Source: an optimization exercise on an open RTL-to-GDS flow (aim: small area, a short achievable clock period and few clock cycles). Production flows keep margins and buffers that such runs may drop. The RTL was checked by simulation tests, not by an equivalence proof against the original design. Power is estimated from default activity; no workload was simulated.

==> flow/design.v, too long to show whole: its modules and the start of the top module <==
// module aoi222: 3 lines
// module aoi22: 3 lines
// module rdmux32: 12 lines
// module rdsel: 6 lines
// module fa_cell: 3 lines
// module ha_cell: 3 lines
// module booth_digit: 7 lines
// module mul_booth: 1925 lines
// module riscv: 208 lines
module riscv (input  logic        clk, clr,
              input  logic [31:0] RD_instr, RD_data,
              output logic [31:0] PCF,
              output logic [31:0] ALUResultM, WriteDataM,
              output logic        MemWriteM,
              output logic [3:0]  byteEnable);
  // ...
==> flow/flow/run.sh <==
#!/bin/bash
set -euo pipefail
R=orfs/results/sky130hd/riscv/base
DU="sky130_fd_sc_hd__probe_p_8 sky130_fd_sc_hd__probec_p_8 sky130_fd_sc_hd__lpflow_bleeder_1 sky130_fd_sc_hd__lpflow_clkbufkapwr_1 sky130_fd_sc_hd__lpflow_clkbufkapwr_16 sky130_fd_sc_hd__lpflow_clkbufkapwr_2 sky130_fd_sc_hd__lpflow_clkbufkapwr_4 sky130_fd_sc_hd__lpflow_clkbufkapwr_8 sky130_fd_sc_hd__lpflow_clkinvkapwr_1 sky130_fd_sc_hd__lpflow_clkinvkapwr_16 sky130_fd_sc_hd__lpflow_clkinvkapwr_2 sky130_fd_sc_hd__lpflow_clkinvkapwr_4 sky130_fd_sc_hd__lpflow_clkinvkapwr_8 sky130_fd_sc_hd__lpflow_decapkapwr_12 sky130_fd_sc_hd__lpflow_decapkapwr_3 sky130_fd_sc_hd__lpflow_decapkapwr_4 sky130_fd_sc_hd__lpflow_decapkapwr_6 sky130_fd_sc_hd__lpflow_decapkapwr_8 sky130_fd_sc_hd__lpflow_inputiso0n_1 sky130_fd_sc_hd__lpflow_inputiso0p_1 sky130_fd_sc_hd__lpflow_inputiso1n_1 sky130_fd_sc_hd__lpflow_inputiso1p_1 sky130_fd_sc_hd__lpflow_inputisolatch_1 sky130_fd_sc_hd__lpflow_isobufsrc_1 sky130_fd_sc_hd__lpflow_isobufsrc_16 sky130_fd_sc_hd__lpflow_isobufsrc_2 sky130_fd_sc_hd__lpflow_isobufsrc_4 sky130_fd_sc_hd__lpflow_isobufsrc_8 sky130_fd_sc_hd__lpflow_isobufsrckapwr_16 sky130_fd_sc_hd__lpflow_lsbuf_lh_hl_isowell_tap_1 sky130_fd_sc_hd__lpflow_lsbuf_lh_hl_isowell_tap_2 sky130_fd_sc_hd__lpflow_lsbuf_lh_hl_isowell_tap_4 sky130_fd_sc_hd__lpflow_lsbuf_lh_isowell_4 sky130_fd_sc_hd__lpflow_lsbuf_lh_isowell_tap_1 sky130_fd_sc_hd__lpflow_lsbuf_lh_isowell_tap_2 sky130_fd_sc_hd__lpflow_lsbuf_lh_isowell_tap_4 sky130_fd_sc_hd__clkdlybuf4s* sky130_fd_sc_hd__dlygate4sd* sky130_fd_sc_hd__dlymetal6s*"

bash standard.sh synth > std_synth.log 2>&1
cp $R/1_2_yosys.v std_1_2_yosys.v
cp orfs/logs/sky130hd/riscv/base/1_2_yosys.log std_1_2_yosys.log

sed "s|SYNTH_SCRIPT=[^ ]*|SYNTH_SCRIPT=$PWD/flow/synth_split.tcl|" standard.sh > split.sh
rm -f $R/1_2_yosys.v $R/1_2_yosys.sdc $R/1_synth.odb $R/1_synth.sdc
bash split.sh synth > split_synth.log 2>&1
python3 flow/regcheck.py std_1_2_yosys.v $R/1_2_yosys.v > regcheck.log 2>&1

bash split.sh SETUP_SLACK_MARGIN=7.5 "DONT_USE_CELLS=$DU" finish > layout.log 2>&1
==> flow/flow/regcheck.py <==
#!/usr/bin/env python3
"""regcheck.py STD.v NEW.v: exit 1 unless both netlists hold the same registers (instance names
and cell types, drive strength aside)."""
import re, sys

def regs(path):
    text = open(path).read()
    out = {}
    for typ, name in re.findall(r'^\s*(sky130_fd_sc_hd__\w+)\s+(\S+)\s*\(', text, re.M):
        base = re.sub(r'_\d+$', '', typ)
        if re.search(r'__(s?e?df|dl)', base):
            out[name] = base
    return out

a, b = regs(sys.argv[1]), regs(sys.argv[2])
bad = [n for n in set(a) | set(b) if a.get(n) != b.get(n)]
print(f"registers: standard {len(a)}, this synthesis {len(b)}, differing {len(bad)}")
for n in sorted(bad)[:20]:
    print(f"  {n}: {a.get(n)} vs {b.get(n)}")
sys.exit(1 if bad else 0)
==> flow/flow/synth_split.tcl <==
# The standard synthesis script (synth_recipe.tcl), except that technology mapping with ABC
# runs per module: the small gate modules (aoi222, aoi22, rdmux32, booth_digit, rdsel) with ORFS's speed
# script, which maps each small module to few complex cells, and every other module with ORFS's area
# script.  Registers are mapped before ABC runs, so they are the standard synthesis's.
proc synth {args} { yosys synth -nofsm -noshare {*}$args }
proc abc {args} {
  set speed_mods {aoi222 aoi22 rdmux32 booth_digit rdsel}
  set base [list]
  set skip 0
  foreach a $args {
    if {$skip} { set skip 0; continue }
    if {$a eq "-script"} { set skip 1; continue }
    lappend base $a
  }
  set sd $::env(SCRIPTS_DIR)
  yosys abc -script $sd/abc_speed.script {*}$base {*}$speed_mods
  set rest [list *]
  foreach m $speed_mods { lappend rest $m %d }
  yosys abc -script $sd/abc_area.script {*}$base {*}$rest
}
source $::env(SCRIPTS_DIR)/synth.tcl
# left out here: clear keep_hierarchy, flatten, clean up, hide names made inside functions, write 1_2_yosys.v
==> flow/standard.sh <==
#!/bin/bash
# synth_recipe.tcl (not shown) runs the flow's synth.tcl, then flattens the netlist and writes it again
# the make line also repeats each setting of config.mk as NAME=value (left out here)
make -C /OpenROAD-flow-scripts/flow DESIGN_CONFIG=/design/flow/config.mk WORK_HOME=/design/flow/orfs CLKGATE_MAP_FILE= SYNTH_SCRIPT=/design/flow/synth_recipe.tcl "${@:-finish}"
==> flow/config.mk <==
export PLATFORM = sky130hd
export DESIGN_NAME = riscv
export DESIGN_NICKNAME = riscv
export VERILOG_FILES = /design/flow/design.v
export SDC_FILE = /design/flow/constraint.sdc
export NUM_CORES = 8
export LEC_CHECK = 0
export CAP_MARGIN = 20
export CORE_MARGIN = 2
export CORE_UTILIZATION = 45
export SLEW_MARGIN = 20
export SYNTH_HIERARCHICAL = 1
==> flow/constraint.sdc <==
create_clock -name core_clock -period 12.0 [get_ports {clk}]
set_input_delay 2.4000 -clock core_clock [delete_from_list [all_inputs] [get_ports {clk}]]
set_output_delay 2.4000 -clock core_clock [all_outputs]
set_load 0.01 [all_outputs]
==> key figures, run 1 <==
Logic synthesis
  • Share of the synthesized area in the top cell type: 30.75%
  • Syn. warnings: 10
  • Synth Area in Simple Gates: 14.42%
  • Mux cell area share after synthesis: 1.358%
  • Sequential element share of the synthesized area: 42.44%
  • Asr flop ratio synth: 2.780%
  • Cells after Synth: 9651

Global routing
  • Congestion Overflow GR: 0
  • GR Util met3: 13.12%
  • Global Route Usage Sum: 41.11%
  • Via count of the first global-routing pass: 83449

Power and ir drop
  • Power density over the cells: 348.2 nW/µm²
  • Max power group: combinational logic
  • Clock group power: 0.00549 W
  • Final Power: 0.03956 W

Status
  • Status: failed layout checks
  • SO Viols: max-capacitance violations, max-slew violations

Critical path
  • Most Frequent Cell on Critical Path: fa_1
  • Launching point of the worst reg2reg path: fBWE
  • Crit-path max cell delay: 1.37 ns
  • Crit path capture: mul.q[163]
  • Largest delay contributor family on the critical path: adder cells

Cells and area
  • Fraction of area in registers: 36.24%
  • Seq_cells: 1547
  • Inverters: 766
  • Multi-input combinational area share: 48.00%
  • Fraction of layout cells with a size suffix above 1: 14.77%

Clock network
  • Clock transition at path regs: 0.06 ns
  • Clk Latency, worst-skew pair: 0.89 ns
  • Hold_buf cts: 0

Routing
  • Metal1 wirelength: 172.1 mm

Timing
  • RSZ-0062 raised after global routing: yes
  • Clock Skews: 0.07110 ns
  • Post-layout minimum cycle time: 5.354 ns
  • Worst hold slack: 0.3483 ns
  • Final slew viol count: 2

Job
  • Number of max-cap violations: 1
Testbench counts, summed over its fixed seeds: cycles 17,224.
==> module riscv, before the edit <==
module riscv (input  logic        clk, clr,
              input  logic [31:0] RD_instr, RD_data,
              output logic [31:0] PCF,
              output logic [31:0] ALUResultM, WriteDataM,
              output logic        MemWriteM,
              output logic [3:0]  byteEnable);
    logic        stallF, redirE, predF, takeTgtF;
    logic [31:0] pcTgtF;
    logic [31:0] targetE;
    logic [31:1] pcF;
    assign PCF = {pcF, 1'b0};
    always_ff @(posedge clk or posedge clr)
        if (clr)           pcF <= '0;
        else if (takeTgtF) pcF <= pcTgtF[31:1];
        else if (redirE)   pcF <= targetE[31:1];
        else if (!stallF)  pcF <= pcF + 31'd1 + 31'd1;
    wire [31:0] iF   = RD_instr;
    wire [4:0]  op   = iF[6:2];
    wire [2:0]  f3   = iF[14:12];
    wire [4:0]  rdF  = iF[11:7];
    wire [4:0]  rs1F = iF[19:15];
    wire [4:0]  rs2F = iF[24:20];
    wire isLUI   = op == 5'b01101;
    wire isAUIPC = op == 5'b00101;
    wire isJAL   = op == 5'b11011;
    wire isJALR  = op == 5'b11001;
    wire isBr    = op == 5'b11000;
    wire isLd    = op == 5'b00000;
    wire isSt    = op == 5'b01000;
    wire isOpI   = op == 5'b00100;
    wire isOp    = op == 5'b01100;
    wire isMul   = isOp & iF[25];
    wire isAlu   = isOpI | isOp & ~iF[25];
    wire writesRd = isLUI | isAUIPC | isJAL | isJALR | isLd | isOpI | isOp;
    wire useRs1   = ~op[0] | ~op[2] & ~op[1];
    wire useRs2   = op[3] & ~op[0];
    wire [31:0] immI = {{20{iF[31]}}, iF[31:20]};
    wire [31:0] immS = {{20{iF[31]}}, iF[31:25], iF[11:7]};
    wire [31:0] immB = {{20{iF[31]}}, iF[7], iF[30:25], iF[11:8], 1'b0};
    wire [31:0] immJ = {{12{iF[31]}}, iF[19:12], iF[20], iF[30:21], 1'b0};
    wire [31:0] immU = {iF[31:12], 12'b0};
    assign predF  = isJAL | isBr & iF[31];
    assign pcTgtF = {pcF, 1'b0} + (iF[3] ? immJ : immB);
    assign takeTgtF = predF & ~stallF & ~redirE;
    wire [31:0] immF = (isLUI | isAUIPC) ? immU : predF ? 32'd4 : isBr ? immB : isSt ? immS : immI;
    wire subF   = isOp & iF[30] & (f3 == 3'b000) | (isAlu & f3[2:1] == 2'b01);
    wire selAdd = isAlu & (f3 == 3'b000) | isLd | isSt;
    wire selSlt = isAlu & (f3[2:1] == 2'b01);
    wire selSh  = isAlu & (f3[1:0] == 2'b01);
    wire selXor = isAlu & (f3 == 3'b100);
    wire selOr  = isAlu & (f3 == 3'b110);
    wire selAnd = isAlu & (f3 == 3'b111);
    wire bImm   = isOpI | isLd | isSt | isJALR;
    logic [31:0] regs [31:1];
    logic        regwW;
    logic [4:0]  rdW;
    logic [31:0] resW;
    logic [31:1] wdec;
    always_comb
        for (int k = 1; k < 32; k++) wdec[k] = regwW & (rdW == k);
    genvar gi;
    generate
        for (gi = 1; gi < 32; gi = gi + 1) begin : g_rf
            always_ff @(posedge clk)
                if (wdec[gi]) regs[gi] <= resW;
        end
    endgenerate
    logic [31:0] sel1lo, sel1hi, sel2lo, sel2hi, r1F, r2F;
    rdsel u_s1lo (.rs(rs1F), .regw(regwW), .rd(rdW), .wdec(wdec), .sel(sel1lo));
    rdsel u_s1hi (.rs(rs1F), .regw(regwW), .rd(rdW), .wdec(wdec), .sel(sel1hi));
    rdsel u_s2lo (.rs(rs2F), .regw(regwW), .rd(rdW), .wdec(wdec), .sel(sel2lo));
    rdsel u_s2hi (.rs(rs2F), .regw(regwW), .rd(rdW), .wdec(wdec), .sel(sel2hi));
    genvar bi, ki;
    generate
        for (bi = 0; bi < 32; bi = bi + 1) begin : g_rd
            wire [31:0] col;
            assign col[0] = resW[bi];
            for (ki = 1; ki < 32; ki = ki + 1) begin : g_c
                assign col[ki] = regs[ki][bi];
            end
            rdmux32 u1 (.sel(bi < 16 ? sel1lo : sel1hi), .d(col), .y(r1F[bi]));
            rdmux32 u2 (.sel(bi < 16 ? sel2lo : sel2hi), .d(col), .y(r2F[bi]));
        end
    endgenerate
    logic        regwE, isLdE, isMulE, isStE, isBrE, isJALRE, predE;
    logic        ldmulE;    
    logic [4:0]  rdE;
    logic [31:0] aE, bE, immE;
    logic [31:1] pcE;
    logic [2:0]  f3E;
    logic        fAME, fAWE, fBME, fBWE;
    logic        subE, selAddE, selSltE, selShE, selXorE, selOrE, selAndE, bImmE;
    logic        selLuiE, selAuipcE, selLinkE;    
    logic        shLeftE, shArithE, saE, sbE, mulHiE;
    logic        regwM, isLdM, isMulM, mulHiM;
    logic [4:0]  rdM;
    logic [2:0]  f3M;
    assign stallF = ldmulE & ((useRs1 & (rdE == rs1F)) | (useRs2 & (rdE == rs2F)));
    wire bubble = stallF | redirE;
    always_ff @(posedge clk or posedge clr)
        if (clr) begin
            regwE <= 1'b0; isLdE <= 1'b0; isMulE <= 1'b0; isStE <= 1'b0; ldmulE <= 1'b0;
            isBrE <= 1'b0; isJALRE <= 1'b0;
        end else if (bubble) begin
            regwE <= 1'b0; isLdE <= 1'b0; isMulE <= 1'b0; isStE <= 1'b0; ldmulE <= 1'b0;
            isBrE <= 1'b0; isJALRE <= 1'b0;
        end else begin
            regwE   <= writesRd & (rdF != 5'd0);
            ldmulE  <= (isLd | isMul) & (rdF != 5'd0);
            isLdE   <= isLd;
            isMulE  <= isMul;
            isStE   <= isSt;
            isBrE   <= isBr;
            isJALRE <= isJALR;
        end
    always_ff @(posedge clk) begin
        rdE  <= rdF;
        aE   <= r1F;
        bE   <= r2F;
        immE <= immF;
        pcE  <= pcF;
        f3E  <= f3;
        fAME <= regwE & (rdE == rs1F);
        fAWE <= regwM & (rdM == rs1F) & ~(regwE & (rdE == rs1F));
        fBME <= regwE & (rdE == rs2F);
        fBWE <= regwM & (rdM == rs2F) & ~(regwE & (rdE == rs2F));
        subE <= subF;
        selAddE <= selAdd; selSltE <= selSlt; selShE <= selSh; selXorE <= selXor;
        selOrE <= selOr; selAndE <= selAnd; bImmE <= bImm;
        selLuiE <= isLUI; selAuipcE <= isAUIPC | isJAL; selLinkE <= isJALR;
        predE <= iF[31];
        shLeftE  <= ~f3[2];
        shArithE <= iF[30] & f3[2];
        saE    <= f3[1] ^ f3[0];
        sbE    <= ~f3[1] & f3[0];
        mulHiE <= f3[1] | f3[0];
    end
    wire [31:0] A   = fAME ? ALUResultM : fAWE ? resW : aE;
    wire [31:0] B   = fBME ? ALUResultM : fBWE ? resW : bE;
    wire [31:0] opB = bImmE ? immE : B;
    wire [32:0] sum = {1'b0, A} + {1'b0, opB ^ {32{subE}}} + {32'b0, subE};
    wire ltU = ~sum[32];
    wire ltS = (A[31] ^ opB[31]) ? A[31] : sum[31];
    wire brEq  = A == B;
    wire brLtU = A < B;
    wire brLtS = (A[31] ^ B[31]) ? A[31] : brLtU;
    wire [31:0] pcImmE = {pcE, 1'b0} + immE;
    logic [31:0] shIn, shOut, shRes;
    always_comb
        for (int k = 0; k < 32; k++) shIn[k] = shLeftE ? A[31-k] : A[k];
    assign shOut = 32'($signed({shArithE & A[31], shIn}) >>> opB[4:0]);
    always_comb
        for (int k = 0; k < 32; k++) shRes[k] = shLeftE ? shOut[31-k] : shOut[k];
    wire slt = f3E[0] ? ltU : ltS;
    wire [31:0] resE = ({32{selAddE}}   & sum[31:0])
                     | ({32{selSltE}}   & {31'b0, slt})
                     | ({32{selShE}}    & shRes)
                     | ({32{selXorE}}   & (A ^ opB))
                     | ({32{selOrE}}    & (A | opB))
                     | ({32{selAndE}}   & (A & opB))
                     | ({32{selLuiE}}   & immE)
                     | ({32{selAuipcE}} & pcImmE)
                     | ({32{selLinkE}}  & {pcF, 1'b0});
    logic taken;
    always_comb
        case (f3E[2:1])
            2'b00:   taken = brEq ^ f3E[0];
            2'b10:   taken = brLtS ^ f3E[0];
            2'b11:   taken = brLtU ^ f3E[0];
            default: taken = 1'b0;
        endcase
    assign redirE  = isBrE & (taken ^ predE) | isJALRE;
    assign targetE = isJALRE ? {sum[31:1], 1'b0} : pcImmE;
    wire [63:0] prodM;
    mul_booth mul (.clk(clk), .a(A), .bm(ALUResultM), .bw(resW), .br(bE), .fm(fBME), .fw(fBWE),
                   .sa(saE), .sb(sbE), .p(prodM));
    always_ff @(posedge clk or posedge clr)
        if (clr) begin
            MemWriteM <= 1'b0; regwM <= 1'b0; isLdM <= 1'b0; isMulM <= 1'b0;
        end else begin
            MemWriteM <= isStE; regwM <= regwE; isLdM <= isLdE; isMulM <= isMulE;
        end
    always_ff @(posedge clk) begin
        ALUResultM <= resE;
        WriteDataM <= f3E[1] ? B : f3E[0] ? {2{B[15:0]}} : {4{B[7:0]}};
        byteEnable <= f3E[1] ? 4'b1111 :
                      f3E[0] ? (sum[1] ? 4'b1100 : 4'b0011) :
                      (4'b0001 << sum[1:0]);
        rdM    <= rdE;
        f3M    <= f3E;
        mulHiM <= mulHiE;
    end
    wire [7:0]  ldByte = ALUResultM[1] ? (ALUResultM[0] ? RD_data[31:24] : RD_data[23:16])
                                       : (ALUResultM[0] ? RD_data[15:8]  : RD_data[7:0]);
    wire [15:0] ldHalf = ALUResultM[1] ? RD_data[31:16] : RD_data[15:0];
    wire [31:0] ldData = f3M[1] ? RD_data :
                         f3M[0] ? {{16{~f3M[2] & ldHalf[15]}}, ldHalf} :
                                  {{24{~f3M[2] & ldByte[7]}}, ldByte};
    wire [31:0] mulRes = mulHiM ? prodM[63:32] : prodM[31:0];
    wire [31:0] resM   = isLdM ? ldData : isMulM ? mulRes : ALUResultM;
    always_ff @(posedge clk or posedge clr)
        if (clr) regwW <= 1'b0;
        else     regwW <= regwM;
    always_ff @(posedge clk) begin
        resW <= resM;
        rdW  <= rdM;
    end
endmodule
==> run 2: changes to the inputs <==
--- a/flow/design.v
+++ b/flow/design.v
@@ -11,35 +11,22 @@
         for (t = 0; t < 10; t = t + 1) begin : g_t
             aoi222 u (.a0(sel[3*t]), .b0(d[3*t]), .a1(sel[3*t+1]), .b1(d[3*t+1]),
                       .a2(sel[3*t+2]), .b2(d[3*t+2]), .y(n[t]));
         end
     endgenerate
     aoi22 u_last (.a0(sel[30]), .b0(d[30]), .a1(sel[31]), .b1(d[31]), .y(n[10]));
     assign y = ~(&n);
 endmodule
-module rdsel (input logic [4:0] rs, input logic regw, input logic [4:0] rd,
-              input logic [31:1] wdec, output logic [31:0] sel);
-    assign sel[0] = regw & (rd == rs) & (rs != 5'd0);
-    always_comb
-        for (int k = 1; k < 32; k++) sel[k] = (rs == k) & ~wdec[k];
-endmodule
 module fa_cell (input logic a, b, c, output logic s, co);
   assign {co, s} = a + b + c;
 endmodule
 module ha_cell (input logic a, b, output logic s, co);
   assign {co, s} = a + b;
 endmodule
-module booth_digit (input logic [2:0] m, w, r, input logic fm, fw,
-                    output logic neg, one, two);
-  wire [2:0] t = fm ? m : fw ? w : r;
-  assign neg = t[2];
-  assign one = t[1] ^ t[0];
-  assign two = (t[2] & ~t[1] & ~t[0]) | (~t[2] & t[1] & t[0]);
-endmodule
 module mul_booth (input logic clk,
                   input logic [31:0] a,
                   input logic [31:0] bm, bw, br,   
                   input logic fm, fw,
                   input logic sa, sb,
                   output logic [63:0] p);
   wire [33:0] ax = {{2{sa & a[31]}}, a};
   wire [34:0] bxm = {{3{sb & bm[31]}}, bm};
@@ -1337,98 +1324,268 @@
   wire q234 = q[234];
   wire q235 = q[235];
   wire q236 = q[236];
   wire q237 = q[237];
   wire q238 = q[238];
   wire q239 = q[239];
   wire q240 = q[240];
   wire q241 = q[241];
-  wire neg0, one0, two0;
-  booth_digit u_bd0 (.m({bxm[1], bxm[0], 1'b0}), .w({bxw[1], bxw[0], 1'b0}), .r({bxr[1], bxr[0], 1'b0}), .fm(fm), .fw(fw), .neg(neg0), .one(one0), .two(two0));
+  wire neg0m = bxm[1];
+  wire one0m = bxm[0] ^ 1'b0;
+  wire two0m = (bxm[1] & ~bxm[0] & ~1'b0) | (~bxm[1] & bxm[0] & 1'b0);
+  wire neg0w = bxw[1];
+  wire one0w = bxw[0] ^ 1'b0;
+  wire two0w = (bxw[1] & ~bxw[0] & ~1'b0) | (~bxw[1] & bxw[0] & 1'b0);
+  wire neg0r = bxr[1];
+  wire one0r = bxr[0] ^ 1'b0;
+  wire two0r = (bxr[1] & ~bxr[0] & ~1'b0) | (~bxr[1] & bxr[0] & 1'b0);
+  wire neg0 = fm ? neg0m : fw ? neg0w : neg0r;
+  wire one0 = fm ? one0m : fw ? one0w : one0r;
+  wire two0 = fm ? two0m : fw ? two0w : two0r;
   wire [33:0] pp0;
   assign pp0 = ({34{one0}} & ax[33:0] | {34{two0}} & {ax[32:0],1'b0}) ^ {34{neg0}};
   wire ns0 = ~pp0[33];
-  wire neg1, one1, two1;
-  booth_digit u_bd1 (.m({bxm[3], bxm[2], bxm[1]}), .w({bxw[3], bxw[2], bxw[1]}), .r({bxr[3], bxr[2], bxr[1]}), .fm(fm), .fw(fw), .neg(neg1), .one(one1), .two(two1));
+  wire neg1m = bxm[3];
+  wire one1m = bxm[2] ^ bxm[1];
+  wire two1m = (bxm[3] & ~bxm[2] & ~bxm[1]) | (~bxm[3] & bxm[2] & bxm[1]);
+  wire neg1w = bxw[3];
+  wire one1w = bxw[2] ^ bxw[1];
+  wire two1w = (bxw[3] & ~bxw[2] & ~bxw[1]) | (~bxw[3] & bxw[2] & bxw[1]);
+  wire neg1r = bxr[3];
+  wire one1r = bxr[2] ^ bxr[1];
+  wire two1r = (bxr[3] & ~bxr[2] & ~bxr[1]) | (~bxr[3] & bxr[2] & bxr[1]);
+  wire neg1 = fm ? neg1m : fw ? neg1w : neg1r;
+  wire one1 = fm ? one1m : fw ? one1w : one1r;
+  wire two1 = fm ? two1m : fw ? two1w : two1r;
   wire [33:0] pp1;
   assign pp1 = ({34{one1}} & ax[33:0] | {34{two1}} & {ax[32:0],1'b0}) ^ {34{neg1}};
   wire ns1 = ~pp1[33];
-  wire neg2, one2, two2;
-  booth_digit u_bd2 (.m({bxm[5], bxm[4], bxm[3]}), .w({bxw[5], bxw[4], bxw[3]}), .r({bxr[5], bxr[4], bxr[3]}), .fm(fm), .fw(fw), .neg(neg2), .one(one2), .two(two2));
+  wire neg2m = bxm[5];
+  wire one2m = bxm[4] ^ bxm[3];
+  wire two2m = (bxm[5] & ~bxm[4] & ~bxm[3]) | (~bxm[5] & bxm[4] & bxm[3]);
+  wire neg2w = bxw[5];
+  wire one2w = bxw[4] ^ bxw[3];
+  wire two2w = (bxw[5] & ~bxw[4] & ~bxw[3]) | (~bxw[5] & bxw[4] & bxw[3]);
+  wire neg2r = bxr[5];
+  wire one2r = bxr[4] ^ bxr[3];
+  wire two2r = (bxr[5] & ~bxr[4] & ~bxr[3]) | (~bxr[5] & bxr[4] & bxr[3]);
+  wire neg2 = fm ? neg2m : fw ? neg2w : neg2r;
+  wire one2 = fm ? one2m : fw ? one2w : one2r;
+  wire two2 = fm ? two2m : fw ? two2w : two2r;
   wire [33:0] pp2;
   assign pp2 = ({34{one2}} & ax[33:0] | {34{two2}} & {ax[32:0],1'b0}) ^ {34{neg2}};
   wire ns2 = ~pp2[33];
-  wire neg3, one3, two3;
-  booth_digit u_bd3 (.m({bxm[7], bxm[6], bxm[5]}), .w({bxw[7], bxw[6], bxw[5]}), .r({bxr[7], bxr[6], bxr[5]}), .fm(fm), .fw(fw), .neg(neg3), .one(one3), .two(two3));
+  wire neg3m = bxm[7];
+  wire one3m = bxm[6] ^ bxm[5];
+  wire two3m = (bxm[7] & ~bxm[6] & ~bxm[5]) | (~bxm[7] & bxm[6] & bxm[5]);
+  wire neg3w = bxw[7];
+  wire one3w = bxw[6] ^ bxw[5];
+  wire two3w = (bxw[7] & ~bxw[6] & ~bxw[5]) | (~bxw[7] & bxw[6] & bxw[5]);
+  wire neg3r = bxr[7];
+  wire one3r = bxr[6] ^ bxr[5];
+  wire two3r = (bxr[7] & ~bxr[6] & ~bxr[5]) | (~bxr[7] & bxr[6] & bxr[5]);
+  wire neg3 = fm ? neg3m : fw ? neg3w : neg3r;
+  wire one3 = fm ? one3m : fw ? one3w : one3r;
+  wire two3 = fm ? two3m : fw ? two3w : two3r;
   wire [33:0] pp3;
   assign pp3 = ({34{one3}} & ax[33:0] | {34{two3}} & {ax[32:0],1'b0}) ^ {34{neg3}};
   wire ns3 = ~pp3[33];
-  wire neg4, one4, two4;
-  booth_digit u_bd4 (.m({bxm[9], bxm[8], bxm[7]}), .w({bxw[9], bxw[8], bxw[7]}), .r({bxr[9], bxr[8], bxr[7]}), .fm(fm), .fw(fw), .neg(neg4), .one(one4), .two(two4));
+  wire neg4m = bxm[9];
+  wire one4m = bxm[8] ^ bxm[7];
+  wire two4m = (bxm[9] & ~bxm[8] & ~bxm[7]) | (~bxm[9] & bxm[8] & bxm[7]);
+  wire neg4w = bxw[9];
+  wire one4w = bxw[8] ^ bxw[7];
+  wire two4w = (bxw[9] & ~bxw[8] & ~bxw[7]) | (~bxw[9] & bxw[8] & bxw[7]);
+  wire neg4r = bxr[9];
+  wire one4r = bxr[8] ^ bxr[7];
+  wire two4r = (bxr[9] & ~bxr[8] & ~bxr[7]) | (~bxr[9] & bxr[8] & bxr[7]);
+  wire neg4 = fm ? neg4m : fw ? neg4w : neg4r;
+  wire one4 = fm ? one4m : fw ? one4w : one4r;
+  wire two4 = fm ? two4m : fw ? two4w : two4r;
   wire [33:0] pp4;
   assign pp4 = ({34{one4}} & ax[33:0] | {34{two4}} & {ax[32:0],1'b0}) ^ {34{neg4}};
   wire ns4 = ~pp4[33];
-  wire neg5, one5, two5;
-  booth_digit u_bd5 (.m({bxm[11], bxm[10], bxm[9]}), .w({bxw[11], bxw[10], bxw[9]}), .r({bxr[11], bxr[10], bxr[9]}), .fm(fm), .fw(fw), .neg(neg5), .one(one5), .two(two5));
+  wire neg5m = bxm[11];
+  wire one5m = bxm[10] ^ bxm[9];
+  wire two5m = (bxm[11] & ~bxm[10] & ~bxm[9]) | (~bxm[11] & bxm[10] & bxm[9]);
+  wire neg5w = bxw[11];
+  wire one5w = bxw[10] ^ bxw[9];
+  wire two5w = (bxw[11] & ~bxw[10] & ~bxw[9]) | (~bxw[11] & bxw[10] & bxw[9]);
+  wire neg5r = bxr[11];
+  wire one5r = bxr[10] ^ bxr[9];
+  wire two5r = (bxr[11] & ~bxr[10] & ~bxr[9]) | (~bxr[11] & bxr[10] & bxr[9]);
+  wire neg5 = fm ? neg5m : fw ? neg5w : neg5r;
+  wire one5 = fm ? one5m : fw ? one5w : one5r;
+  wire two5 = fm ? two5m : fw ? two5w : two5r;
   wire [33:0] pp5;
   assign pp5 = ({34{one5}} & ax[33:0] | {34{two5}} & {ax[32:0],1'b0}) ^ {34{neg5}};
   wire ns5 = ~pp5[33];
-  wire neg6, one6, two6;
-  booth_digit u_bd6 (.m({bxm[13], bxm[12], bxm[11]}), .w({bxw[13], bxw[12], bxw[11]}), .r({bxr[13], bxr[12], bxr[11]}), .fm(fm), .fw(fw), .neg(neg6), .one(one6), .two(two6));
+  wire neg6m = bxm[13];
+  wire one6m = bxm[12] ^ bxm[11];
+  wire two6m = (bxm[13] & ~bxm[12] & ~bxm[11]) | (~bxm[13] & bxm[12] & bxm[11]);
+  wire neg6w = bxw[13];
+  wire one6w = bxw[12] ^ bxw[11];
+  wire two6w = (bxw[13] & ~bxw[12] & ~bxw[11]) | (~bxw[13] & bxw[12] & bxw[11]);
+  wire neg6r = bxr[13];
+  wire one6r = bxr[12] ^ bxr[11];
+  wire two6r = (bxr[13] & ~bxr[12] & ~bxr[11]) | (~bxr[13] & bxr[12] & bxr[11]);
+  wire neg6 = fm ? neg6m : fw ? neg6w : neg6r;
+  wire one6 = fm ? one6m : fw ? one6w : one6r;
+  wire two6 = fm ? two6m : fw ? two6w : two6r;
   wire [33:0] pp6;
   assign pp6 = ({34{one6}} & ax[33:0] | {34{two6}} & {ax[32:0],1'b0}) ^ {34{neg6}};
   wire ns6 = ~pp6[33];
-  wire neg7, one7, two7;
-  booth_digit u_bd7 (.m({bxm[15], bxm[14], bxm[13]}), .w({bxw[15], bxw[14], bxw[13]}), .r({bxr[15], bxr[14], bxr[13]}), .fm(fm), .fw(fw), .neg(neg7), .one(one7), .two(two7));
+  wire neg7m = bxm[15];
+  wire one7m = bxm[14] ^ bxm[13];
+  wire two7m = (bxm[15] & ~bxm[14] & ~bxm[13]) | (~bxm[15] & bxm[14] & bxm[13]);
+  wire neg7w = bxw[15];
+  wire one7w = bxw[14] ^ bxw[13];
+  wire two7w = (bxw[15] & ~bxw[14] & ~bxw[13]) | (~bxw[15] & bxw[14] & bxw[13]);
+  wire neg7r = bxr[15];
+  wire one7r = bxr[14] ^ bxr[13];
+  wire two7r = (bxr[15] & ~bxr[14] & ~bxr[13]) | (~bxr[15] & bxr[14] & bxr[13]);
+  wire neg7 = fm ? neg7m : fw ? neg7w : neg7r;
+  wire one7 = fm ? one7m : fw ? one7w : one7r;
+  wire two7 = fm ? two7m : fw ? two7w : two7r;
   wire [33:0] pp7;
   assign pp7 = ({34{one7}} & ax[33:0] | {34{two7}} & {ax[32:0],1'b0}) ^ {34{neg7}};
   wire ns7 = ~pp7[33];
-  wire neg8, one8, two8;
-  booth_digit u_bd8 (.m({bxm[17], bxm[16], bxm[15]}), .w({bxw[17], bxw[16], bxw[15]}), .r({bxr[17], bxr[16], bxr[15]}), .fm(fm), .fw(fw), .neg(neg8), .one(one8), .two(two8));
+  wire neg8m = bxm[17];
+  wire one8m = bxm[16] ^ bxm[15];
+  wire two8m = (bxm[17] & ~bxm[16] & ~bxm[15]) | (~bxm[17] & bxm[16] & bxm[15]);
+  wire neg8w = bxw[17];
+  wire one8w = bxw[16] ^ bxw[15];
+  wire two8w = (bxw[17] & ~bxw[16] & ~bxw[15]) | (~bxw[17] & bxw[16] & bxw[15]);
+  wire neg8r = bxr[17];
+  wire one8r = bxr[16] ^ bxr[15];
+  wire two8r = (bxr[17] & ~bxr[16] & ~bxr[15]) | (~bxr[17] & bxr[16] & bxr[15]);
+  wire neg8 = fm ? neg8m : fw ? neg8w : neg8r;
+  wire one8 = fm ? one8m : fw ? one8w : one8r;
+  wire two8 = fm ? two8m : fw ? two8w : two8r;
   wire [33:0] pp8;
   assign pp8 = ({34{one8}} & ax[33:0] | {34{two8}} & {ax[32:0],1'b0}) ^ {34{neg8}};
   wire ns8 = ~pp8[33];
-  wire neg9, one9, two9;
-  booth_digit u_bd9 (.m({bxm[19], bxm[18], bxm[17]}), .w({bxw[19], bxw[18], bxw[17]}), .r({bxr[19], bxr[18], bxr[17]}), .fm(fm), .fw(fw), .neg(neg9), .one(one9), .two(two9));
+  wire neg9m = bxm[19];
+  wire one9m = bxm[18] ^ bxm[17];
+  wire two9m = (bxm[19] & ~bxm[18] & ~bxm[17]) | (~bxm[19] & bxm[18] & bxm[17]);
+  wire neg9w = bxw[19];
+  wire one9w = bxw[18] ^ bxw[17];
+  wire two9w = (bxw[19] & ~bxw[18] & ~bxw[17]) | (~bxw[19] & bxw[18] & bxw[17]);
+  wire neg9r = bxr[19];
+  wire one9r = bxr[18] ^ bxr[17];
+  wire two9r = (bxr[19] & ~bxr[18] & ~bxr[17]) | (~bxr[19] & bxr[18] & bxr[17]);
+  wire neg9 = fm ? neg9m : fw ? neg9w : neg9r;
+  wire one9 = fm ? one9m : fw ? one9w : one9r;
+  wire two9 = fm ? two9m : fw ? two9w : two9r;
   wire [33:0] pp9;
   assign pp9 = ({34{one9}} & ax[33:0] | {34{two9}} & {ax[32:0],1'b0}) ^ {34{neg9}};
   wire ns9 = ~pp9[33];
-  wire neg10, one10, two10;
-  booth_digit u_bd10 (.m({bxm[21], bxm[20], bxm[19]}), .w({bxw[21], bxw[20], bxw[19]}), .r({bxr[21], bxr[20], bxr[19]}), .fm(fm), .fw(fw), .neg(neg10), .one(one10), .two(two10));
+  wire neg10m = bxm[21];
+  wire one10m = bxm[20] ^ bxm[19];
+  wire two10m = (bxm[21] & ~bxm[20] & ~bxm[19]) | (~bxm[21] & bxm[20] & bxm[19]);
+  wire neg10w = bxw[21];
+  wire one10w = bxw[20] ^ bxw[19];
+  wire two10w = (bxw[21] & ~bxw[20] & ~bxw[19]) | (~bxw[21] & bxw[20] & bxw[19]);
+  wire neg10r = bxr[21];
+  wire one10r = bxr[20] ^ bxr[19];
+  wire two10r = (bxr[21] & ~bxr[20] & ~bxr[19]) | (~bxr[21] & bxr[20] & bxr[19]);
+  wire neg10 = fm ? neg10m : fw ? neg10w : neg10r;
+  wire one10 = fm ? one10m : fw ? one10w : one10r;
+  wire two10 = fm ? two10m : fw ? two10w : two10r;
   wire [33:0] pp10;
   assign pp10 = ({34{one10}} & ax[33:0] | {34{two10}} & {ax[32:0],1'b0}) ^ {34{neg10}};
   wire ns10 = ~pp10[33];
-  wire neg11, one11, two11;
-  booth_digit u_bd11 (.m({bxm[23], bxm[22], bxm[21]}), .w({bxw[23], bxw[22], bxw[21]}), .r({bxr[23], bxr[22], bxr[21]}), .fm(fm), .fw(fw), .neg(neg11), .one(one11), .two(two11));
+  wire neg11m = bxm[23];
+  wire one11m = bxm[22] ^ bxm[21];
+  wire two11m = (bxm[23] & ~bxm[22] & ~bxm[21]) | (~bxm[23] & bxm[22] & bxm[21]);
+  wire neg11w = bxw[23];
+  wire one11w = bxw[22] ^ bxw[21];
+  wire two11w = (bxw[23] & ~bxw[22] & ~bxw[21]) | (~bxw[23] & bxw[22] & bxw[21]);
+  wire neg11r = bxr[23];
+  wire one11r = bxr[22] ^ bxr[21];
+  wire two11r = (bxr[23] & ~bxr[22] & ~bxr[21]) | (~bxr[23] & bxr[22] & bxr[21]);
+  wire neg11 = fm ? neg11m : fw ? neg11w : neg11r;
+  wire one11 = fm ? one11m : fw ? one11w : one11r;
+  wire two11 = fm ? two11m : fw ? two11w : two11r;
   wire [33:0] pp11;
   assign pp11 = ({34{one11}} & ax[33:0] | {34{two11}} & {ax[32:0],1'b0}) ^ {34{neg11}};
   wire ns11 = ~pp11[33];
-  wire neg12, one12, two12;
-  booth_digit u_bd12 (.m({bxm[25], bxm[24], bxm[23]}), .w({bxw[25], bxw[24], bxw[23]}), .r({bxr[25], bxr[24], bxr[23]}), .fm(fm), .fw(fw), .neg(neg12), .one(one12), .two(two12));
+  wire neg12m = bxm[25];
+  wire one12m = bxm[24] ^ bxm[23];
+  wire two12m = (bxm[25] & ~bxm[24] & ~bxm[23]) | (~bxm[25] & bxm[24] & bxm[23]);
+  wire neg12w = bxw[25];
+  wire one12w = bxw[24] ^ bxw[23];
+  wire two12w = (bxw[25] & ~bxw[24] & ~bxw[23]) | (~bxw[25] & bxw[24] & bxw[23]);
+  wire neg12r = bxr[25];
+  wire one12r = bxr[24] ^ bxr[23];
+  wire two12r = (bxr[25] & ~bxr[24] & ~bxr[23]) | (~bxr[25] & bxr[24] & bxr[23]);
+  wire neg12 = fm ? neg12m : fw ? neg12w : neg12r;
+  wire one12 = fm ? one12m : fw ? one12w : one12r;
+  wire two12 = fm ? two12m : fw ? two12w : two12r;
   wire [33:0] pp12;
   assign pp12 = ({34{one12}} & ax[33:0] | {34{two12}} & {ax[32:0],1'b0}) ^ {34{neg12}};
   wire ns12 = ~pp12[33];
-  wire neg13, one13, two13;
-  booth_digit u_bd13 (.m({bxm[27], bxm[26], bxm[25]}), .w({bxw[27], bxw[26], bxw[25]}), .r({bxr[27], bxr[26], bxr[25]}), .fm(fm), .fw(fw), .neg(neg13), .one(one13), .two(two13));
+  wire neg13m = bxm[27];
+  wire one13m = bxm[26] ^ bxm[25];
+  wire two13m = (bxm[27] & ~bxm[26] & ~bxm[25]) | (~bxm[27] & bxm[26] & bxm[25]);
+  wire neg13w = bxw[27];
+  wire one13w = bxw[26] ^ bxw[25];
+  wire two13w = (bxw[27] & ~bxw[26] & ~bxw[25]) | (~bxw[27] & bxw[26] & bxw[25]);
+  wire neg13r = bxr[27];
+  wire one13r = bxr[26] ^ bxr[25];
+  wire two13r = (bxr[27] & ~bxr[26] & ~bxr[25]) | (~bxr[27] & bxr[26] & bxr[25]);
+  wire neg13 = fm ? neg13m : fw ? neg13w : neg13r;
+  wire one13 = fm ? one13m : fw ? one13w : one13r;
+  wire two13 = fm ? two13m : fw ? two13w : two13r;
   wire [33:0] pp13;
   assign pp13 = ({34{one13}} & ax[33:0] | {34{two13}} & {ax[32:0],1'b0}) ^ {34{neg13}};
   wire ns13 = ~pp13[33];
-  wire neg14, one14, two14;
-  booth_digit u_bd14 (.m({bxm[29], bxm[28], bxm[27]}), .w({bxw[29], bxw[28], bxw[27]}), .r({bxr[29], bxr[28], bxr[27]}), .fm(fm), .fw(fw), .neg(neg14), .one(one14), .two(two14));
+  wire neg14m = bxm[29];
+  wire one14m = bxm[28] ^ bxm[27];
+  wire two14m = (bxm[29] & ~bxm[28] & ~bxm[27]) | (~bxm[29] & bxm[28] & bxm[27]);
+  wire neg14w = bxw[29];
+  wire one14w = bxw[28] ^ bxw[27];
+  wire two14w = (bxw[29] & ~bxw[28] & ~bxw[27]) | (~bxw[29] & bxw[28] & bxw[27]);
+  wire neg14r = bxr[29];
+  wire one14r = bxr[28] ^ bxr[27];
+  wire two14r = (bxr[29] & ~bxr[28] & ~bxr[27]) | (~bxr[29] & bxr[28] & bxr[27]);
+  wire neg14 = fm ? neg14m : fw ? neg14w : neg14r;
+  wire one14 = fm ? one14m : fw ? one14w : one14r;
+  wire two14 = fm ? two14m : fw ? two14w : two14r;
   wire [33:0] pp14;
   assign pp14 = ({34{one14}} & ax[33:0] | {34{two14}} & {ax[32:0],1'b0}) ^ {34{neg14}};
   wire ns14 = ~pp14[33];
-  wire neg15, one15, two15;
-  booth_digit u_bd15 (.m({bxm[31], bxm[30], bxm[29]}), .w({bxw[31], bxw[30], bxw[29]}), .r({bxr[31], bxr[30], bxr[29]}), .fm(fm), .fw(fw), .neg(neg15), .one(one15), .two(two15));
+  wire neg15m = bxm[31];
+  wire one15m = bxm[30] ^ bxm[29];
+  wire two15m = (bxm[31] & ~bxm[30] & ~bxm[29]) | (~bxm[31] & bxm[30] & bxm[29]);
+  wire neg15w = bxw[31];
+  wire one15w = bxw[30] ^ bxw[29];
+  wire two15w = (bxw[31] & ~bxw[30] & ~bxw[29]) | (~bxw[31] & bxw[30] & bxw[29]);
+  wire neg15r = bxr[31];
+  wire one15r = bxr[30] ^ bxr[29];
+  wire two15r = (bxr[31] & ~bxr[30] & ~bxr[29]) | (~bxr[31] & bxr[30] & bxr[29]);
+  wire neg15 = fm ? neg15m : fw ? neg15w : neg15r;
+  wire one15 = fm ? one15m : fw ? one15w : one15r;
+  wire two15 = fm ? two15m : fw ? two15w : two15r;
   wire [33:0] pp15;
   assign pp15 = ({34{one15}} & ax[33:0] | {34{two15}} & {ax[32:0],1'b0}) ^ {34{neg15}};
   wire ns15 = ~pp15[33];
-  wire neg16, one16, two16;
-  booth_digit u_bd16 (.m({bxm[33], bxm[32], bxm[31]}), .w({bxw[33], bxw[32], bxw[31]}), .r({bxr[33], bxr[32], bxr[31]}), .fm(fm), .fw(fw), .neg(neg16), .one(one16), .two(two16));
+  wire neg16m = bxm[33];
+  wire one16m = bxm[32] ^ bxm[31];
+  wire two16m = (bxm[33] & ~bxm[32] & ~bxm[31]) | (~bxm[33] & bxm[32] & bxm[31]);
+  wire neg16w = bxw[33];
+  wire one16w = bxw[32] ^ bxw[31];
+  wire two16w = (bxw[33] & ~bxw[32] & ~bxw[31]) | (~bxw[33] & bxw[32] & bxw[31]);
+  wire neg16r = bxr[33];
+  wire one16r = bxr[32] ^ bxr[31];
+  wire two16r = (bxr[33] & ~bxr[32] & ~bxr[31]) | (~bxr[33] & bxr[32] & bxr[31]);
+  wire neg16 = fm ? neg16m : fw ? neg16w : neg16r;
+  wire one16 = fm ? one16m : fw ? one16w : one16r;
+  wire two16 = fm ? two16m : fw ? two16w : two16r;
   wire [33:0] pp16;
   assign pp16 = ({34{one16}} & ax[33:0] | {34{two16}} & {ax[32:0],1'b0}) ^ {34{neg16}};
   ha_cell u_s1 (.a(pp0[24]), .b(pp1[22]), .s(s1), .co(c2));
   ha_cell u_s3 (.a(pp0[25]), .b(pp1[23]), .s(s3), .co(c4));
   fa_cell u_s5 (.a(pp0[26]), .b(pp1[24]), .c(pp2[22]), .s(s5), .co(c6));
   ha_cell u_s7 (.a(pp3[20]), .b(pp4[18]), .s(s7), .co(c8));
   fa_cell u_s9 (.a(pp0[27]), .b(pp1[25]), .c(pp2[23]), .s(s9), .co(c10));
   ha_cell u_s11 (.a(pp3[21]), .b(pp4[19]), .s(s11), .co(c12));
@@ -2011,42 +2168,45 @@
     wire selSh  = isAlu & (f3[1:0] == 2'b01);
     wire selXor = isAlu & (f3 == 3'b100);
     wire selOr  = isAlu & (f3 == 3'b110);
     wire selAnd = isAlu & (f3 == 3'b111);
     wire bImm   = isOpI | isLd | isSt | isJALR;
     logic [31:0] regs [31:1];
     logic        regwW;
     logic [4:0]  rdW;
-    logic [31:0] resW;
+    logic [31:0] resW, resWr;
     logic [31:1] wdec;
     always_comb
         for (int k = 1; k < 32; k++) wdec[k] = regwW & (rdW == k);
     genvar gi;
     generate
         for (gi = 1; gi < 32; gi = gi + 1) begin : g_rf
             always_ff @(posedge clk)
-                if (wdec[gi]) regs[gi] <= resW;
+                if (wdec[gi]) regs[gi] <= resWr;
         end
     endgenerate
-    logic [31:0] sel1lo, sel1hi, sel2lo, sel2hi, r1F, r2F;
-    rdsel u_s1lo (.rs(rs1F), .regw(regwW), .rd(rdW), .wdec(wdec), .sel(sel1lo));
-    rdsel u_s1hi (.rs(rs1F), .regw(regwW), .rd(rdW), .wdec(wdec), .sel(sel1hi));
-    rdsel u_s2lo (.rs(rs2F), .regw(regwW), .rd(rdW), .wdec(wdec), .sel(sel2lo));
-    rdsel u_s2hi (.rs(rs2F), .regw(regwW), .rd(rdW), .wdec(wdec), .sel(sel2hi));
+    logic [31:0] sel1, sel2, r1F, r2F;
+    assign sel1[0] = regwW & (rdW == rs1F) & (rs1F != 5'd0);
+    assign sel2[0] = regwW & (rdW == rs2F) & (rs2F != 5'd0);
+    always_comb
+        for (int k = 1; k < 32; k++) begin
+            sel1[k] = (rs1F == k) & ~wdec[k];
+            sel2[k] = (rs2F == k) & ~wdec[k];
+        end
     genvar bi, ki;
     generate
         for (bi = 0; bi < 32; bi = bi + 1) begin : g_rd
             wire [31:0] col;
-            assign col[0] = resW[bi];
+            assign col[0] = resWr[bi];
             for (ki = 1; ki < 32; ki = ki + 1) begin : g_c
                 assign col[ki] = regs[ki][bi];
             end
-            rdmux32 u1 (.sel(bi < 16 ? sel1lo : sel1hi), .d(col), .y(r1F[bi]));
-            rdmux32 u2 (.sel(bi < 16 ? sel2lo : sel2hi), .d(col), .y(r2F[bi]));
+            rdmux32 u1 (.sel(sel1), .d(col), .y(r1F[bi]));
+            rdmux32 u2 (.sel(sel2), .d(col), .y(r2F[bi]));
         end
     endgenerate
     logic        regwE, isLdE, isMulE, isStE, isBrE, isJALRE, predE;
     logic        ldmulE;    
     logic [4:0]  rdE;
     logic [31:0] aE, bE, immE;
     logic [31:1] pcE;
     logic [2:0]  f3E;
@@ -2161,10 +2321,11 @@
     wire [31:0] mulRes = mulHiM ? prodM[63:32] : prodM[31:0];
     wire [31:0] resM   = isLdM ? ldData : isMulM ? mulRes : ALUResultM;
     always_ff @(posedge clk or posedge clr)
         if (clr) regwW <= 1'b0;
         else     regwW <= regwM;
     always_ff @(posedge clk) begin
         resW <= resM;
         rdW  <= rdM;
+        if (regwM) resWr <= resM;
     end
 endmodule
==> flow/flow/synth_split.tcl (replaced) <==
# The standard synthesis script (synth_recipe.tcl), except that technology mapping with ABC
# runs per module: the small gate modules of blocks.sv (aoi222, aoi22, rdmux32) with ORFS's speed
# script, which maps each one to a single complex cell, and every other module with ORFS's area
# script.  Registers are mapped before ABC runs, so they are the standard synthesis's.
proc synth {args} { yosys synth -nofsm -noshare {*}$args }
proc abc {args} {
  set speed_mods {aoi222 aoi22 rdmux32}
  set base [list]
  set skip 0
  foreach a $args {
    if {$skip} { set skip 0; continue }
    if {$a eq "-script"} { set skip 1; continue }
    lappend base $a
  }
  set sd $::env(SCRIPTS_DIR)
  yosys abc -script $sd/abc_speed.script {*}$base {*}$speed_mods
  set rest [list *]
  foreach m $speed_mods { lappend rest $m %d }
  yosys abc -script $sd/abc_area.script {*}$base {*}$rest
}
source $::env(SCRIPTS_DIR)/synth.tcl
# left out here: clear keep_hierarchy, flatten, clean up, hide names made inside functions, write 1_2_yosys.v
==> key figures, run 2 <==
Status
  • Status: finished clean (was failed layout checks)

Clock network
  • CTS Sinks: 1579 (was 1547)
  • CTS H-tree depth: 4 (unchanged)
  • Clock Path Buffers: 3 (unchanged)
  • CTS tree: built (unchanged)
  • Clk Latency, worst-skew pair: 0.90 ns (was 0.89 ns)
  • Clk root buf: clkbuf_16 (unchanged)
  • Clock transition at path regs: 0.06 ns (about the same)
  • Hold_buf cts: 0 (unchanged)
  • CTS buffer count: 175 (was 171)

Critical path
  • R2R setup slack: 7.39 ns (was 6.65 ns)
  • Reg2reg end: mul.q[105] (was mul.q[163])
  • Crit end category: register (unchanged)
  • CP Launch Type: input port (was register)
  • Crit-path max cell delay: 0.61 ns (was 1.37 ns)
  • Slowest CP cell: nand4_1 (was o21ai_0)
  • Worst EP required: 12.81 ns (was 12.76 ns)
  • Worst-path cell chain: buf_2 > clkbuf_4 > nor2_2 > nand2_1 > nor3_2 > buf_4 > a222oi_1 > nand4_1 > or3_1 (was buf_12 > buf_16 > mux2_1 > mux2i_4 > or2_1 > mux2i_4 > buf_2 > o21ai_0 > xor2_2 > fa_1 > fa_1 > fa_1)
  • Largest delay contributor family on the critical path: simple AND/OR/NAND/NOR gates (was adder cells)
  • Crit Path Category: in -> reg (was reg -> reg)
  • Critical path arrival: 5.43 ns (was 6.11 ns)
  • Launching point of the worst reg2reg path: fAME (was fBWE)
  • Max Fanout on Critical Path: 27 (was 14)
  • Bufs and invs on worst path: 3 (unchanged)
  • Reg2Reg Depth: 14 (was 12)

Routing
  • Routed WL: 504.3 mm (was 467.3 mm)
  • Detailed-route via count: 100335 (was 89017)
  • Iter 0 DRT Violations: 18404 (was 16596)
  • DRC Markers: 0 (unchanged)
  • First drt pass iteration count: 14 (was 13)
  • WL/cell: 33.85 µm (was 35.42 µm)
  • Drt via density: 6.735 (was 6.746)
  • ANT nets after route: 0 (unchanged)

Logic synthesis
  • Yosys top cell by area: edfxtp_1 (unchanged)
  • Cells after Synth: 11359 (was 9651)
  • Synth Flop Type: edfxtp_1 (unchanged)
  • Asr flop ratio synth: 2.723% (was 2.780%)
  • Sequential element share of the synthesized area: 41.42% (was 42.44%)
  • Dominant cells by area after synthesis: edfxtp_1, nand2_1, dfxtp_1 (was edfxtp_1, dfxtp_1, fa_1)
  • Synthesis-stage register bit count: 1579 (was 1547)
  • Commonest cells in the netlist: nand2_1, edfxtp_1, inv_1, o21ai_0, a222oi_1 (was nand2_1, edfxtp_1, xor2_1, inv_1, a222oi_1)
  • Synth cell types: 71 (was 73)
  • Synth Cell Area: 101600 µm² (was 96870 µm²)
  • Share of the synthesized area in the top cell type: 30.27% (was 30.75%)
  • Count leader, synth: nand2_1 (unchanged)
  • Syn. warnings: 9 (was 10)
  • Average cell area after synthesis: 8.942 µm² (was 10.04 µm²)
  • Number of flops mapped to enable cells by yosys: 1024 (was 992)

Timing
  • Post-layout minimum cycle time: 4.629 ns (was 5.354 ns)
  • Final worst setup slack: 7.371 ns (was 6.646 ns)
  • Final worst path period share: 38.57% (was 44.61%)
  • Final Hold Viols: 0 (unchanged)
  • Setup TNS Final: 0 ns (unchanged)
  • Worst hold slack: 0.3541 ns (was 0.3483 ns)
  • Setup violations, final: 0 (unchanged)
  • Slew HR: 10.45% (was -20.34%)
  • Final slew viol count: 0 (was 2)
  • RSZ-0062 raised after global routing: yes (unchanged)
  • FMAX: 0.2160 GHz (was 0.1868 GHz)
  • Slew @ Worst Pin: 1.342 ns (was 1.786 ns)
  • Clock Skews: 0.09738 ns (was 0.07110 ns)

Power and ir drop
  • Maximum vdd drop: 354.6 µV (was 300.0 µV)
  • Power density over the cells: 324.4 nW/µm² (was 348.2 nW/µm²)
  • Switching part of the total power: 52.32% (was 52.03%)
  • Part of the power in registers: 19.8% (was 19.2%)
  • Lkg Pwr: 46.99 nW (was 44.50 nW)
  • Cell Int Power: 0.01799 W (was 0.01898 W)
  • Clock power frac: 15.4% (was 13.9%)
  • Sw Pwr: 0.01974 W (was 0.02058 W)
  • Combinational share of power: 64.8% (was 66.9%)

Worst hold path
  • Hold crit path type: reg -> reg (unchanged)
  • Worst Hold Path Cells: 0 (unchanged)
  • Hold path start: regwE (was isMulE)
  • Hold EP: regwM (was isMulM)

Floorplanning
  • Core area: 224700 µm² (was 214200 µm²)
  • Starting density of the core: 45.21% (was 45.22%)
  • Row cnt: 174 (was 170)
  • Chip height: 479.1 µm (was 468.0 µm)
  • Die W: 479.1 µm (was 468.0 µm)
  • Die area: 229500 µm² (was 219000 µm²)
  • Ports: 167 (unchanged)

Cells and area
  • Most frequent cells in the layout: nand2_1, edfxtp_1, o21ai_0 (was nand2_1, edfxtp_1, xor2_1)
  • Multi-input gate area: 55840 µm² (was 54540 µm²)
  • Reg area: 42120 µm² (was 41180 µm²)
  • Final nets: 12586 (was 11049)
  • Max reg flops: 992 (unchanged)
  • Largest registers: regs: 992 flops, mul.q: 242 flops (unchanged)
  • Reg with most FFs: regs (unchanged)
  • Area Overhead vs Synth: 14.50% (was 17.30%)
  • Most common cell after layout, fill and taps aside: nand2_1 (unchanged)
  • Fraction of layout cells with a size suffix above 1: 10.70% (was 14.77%)
  • FILL cells: 20762 (was 19121)

Global routing
  • Antenna violations before repair: 37 (was 48)
  • Wire length of the first global-routing pass: 690.6 mm (was 637.1 mm)
  • Largest net degree at the start of global routing: 64 (was 48)
  • Congestion Overflow GR: 0 (unchanged)
  • Via count of the first global-routing pass: 93320 (was 83449)
  • Global Route Usage Sum: 42.07% (was 41.11%)

Placed design
  • # port buffers: 163 (unchanged)
  • DP Wirelength: 337.7 mm (was 321.4 mm)
  • GP Congestion: 1.040 (was 1.013)
  • Setup WS pre-CTS: 4.509 ns (was 5.183 ns)

Job
  • Number of max-cap violations: 0 (was 1)
-- run 2: cell count changes in the layout (fill, tap and decap cells not counted), sizes merged, moves of 32 or more --
cell and delta:
buf -38, nand2 +1689, o211ai +410, inv +49, nand3 +105, mux2i -65
xor2 -526, o22ai -479, nor3 -61, nor2 +61, edfxtp +32, o21ai +388
-- run 2: stage by stage --
step | utilization [%] | cells | power [W] | area (µm²)
after floorplan | - | 11359 | 0.02212 | 101800
after global placement | 47.08 | 14267 | 0.03053 | 105800
after detailed placement | 47.10 | 14269 | 0.03068 | 105800
after CTS | 50.99 | 14764 | 0.03680 | 114600
after global routing | 51.75 | 14883 | 0.04003 | 116300
final | 51.77 | 14897 | 0.03773 | 116300
-- run 2: kinds of logic after synthesis --
| logic type | Yosys count | synth area share [%] |
|---|---|---|
| xor+xnor | 236 | 2.035 |
| simple gates | 4866 | 19.87 |
| other cells | 1 | 0.003692 |
| compound gates | 2470 | 17.76 |
| fa+ha+maj | 783 | 13.12 |
| buf+inv | 1398 | 5.534 |
| flops | 1579 | 41.42 |
| mux | 26 | 0.2562 |
-- run 2: power groups by stage --
| stage | clock network (W) | logic [W] | registers (W) |
|---|---|---|---|
| 5_1_grt | 0.00603 | 0.0265 | 0.00753 |
| 6_report | 0.00580 | 0.0244 | 0.00749 |
| 3_5_place_dp | 0 | 0.0231 | 0.00756 |
| 4_1_cts | 0.00582 | 0.0235 | 0.00745 |
| 2_1_floorplan | 0 | 0.0148 | 0.00728 |
| 3_3_place_gp | 0 | 0.0230 | 0.00753 |
-- run 2: final cells by class --
type	instances	area share [%]
Antenna cell	16	0.03443
Clock buffer	227	4.146
Clock inverter	102	1.208
Inverter	800	2.873
Multi-Input combinational cell	8413	48.01
Sequential cell	1579	36.22
Tap cell	2992	3.219
Timing Repair Buffer	762	4.250
Timing Repair inverter	6	0.04411
-- run 2: metal layers --
layer | global-route usage [%] | share of wire (%) | vias to the layer above
li1 | - | - | 41694
met1 | 52.05 | 35 | 48085
met2 | 60.67 | 41 | 8323
met3 | 14.81 | 15 | 2205
met4 | 30.59 | 9.3 | 28
met5 | 0.1657 | 0.037 | -
-- run 2: worst max-delay path by stage --
stage / startpoint / end / slack, ns / depth (start not counted)
6_report: RD_instr[21] / bE[16] / 7.37 / 9
5_1_grt: fAME / pcF[11] / 7.37 / 25
4_1_cts: fAME / mul.q[107] / 7.45 / 14
3_5_place_dp: fAME / pcF[6] / 4.51 / 25
3_3_place_gp: fAME / pcF[8] / 4.47 / 27
2_1_floorplan: RD_instr[21] / bE[0] / 5.84 / 8
-- run 2: timing repair --
action | CTS | global route
gates resized for setup | 479 | 285
setup buffers | 140 | 100
gates cloned | 26 | 17
pin swaps | 63 | 46
setup endpoints to repair | 379 | 211
-- run 2: per-module statistics from Yosys, one instance, submodules excluded --
| module | flip-flops and latches | times used |
|---|---|---|
| mul_booth | 242 | 1 |
| rdmux32 | 0 | 64 |
| ha_cell | 0 | 44 |
| aoi222 | 0 | 640 |
| riscv | 1337 | 1 |
| aoi22 | 0 | 64 |
| fa_cell | 0 | 467 |
Testbench counts of run 2, summed over its fixed seeds: cycles 17,224.

==> re-timing with driven ports <==
The flow's constraints put no driver on any port. The routed layouts listed below were extracted and timed again, unchanged, in two steps. Step 1 (the two cells are an assumption about what drives the block):
set clk [get_ports {clk}]
set_driving_cell -lib_cell sky130_fd_sc_hd__clkbuf_16 $clk
set_driving_cell -lib_cell sky130_fd_sc_hd__buf_2 [delete_from_list [all_inputs] $clk]
Step 2 also shifts input and output timing later by t, the mid clock arrival at the registers, as if the neighbouring blocks saw the same clock. a / b / c = ideal ports / drivers / drivers and shift; a / b = the first two.
run	shift t [ns]	slack for setup (ns)	worst hold slack (ns)	worst setup path at the end
run 1	0.962	6.646 / 6.646 / 6.504	0.348 / 0.348 / 0.348	input to register
run 2	0.950	7.371 / 7.392 / 6.497	0.354 / 0.354 / 0.354	input to register
The setup slack of run 2, which loses most, moves by +0.021 ns with the drivers and by -0.874 ns with both steps.
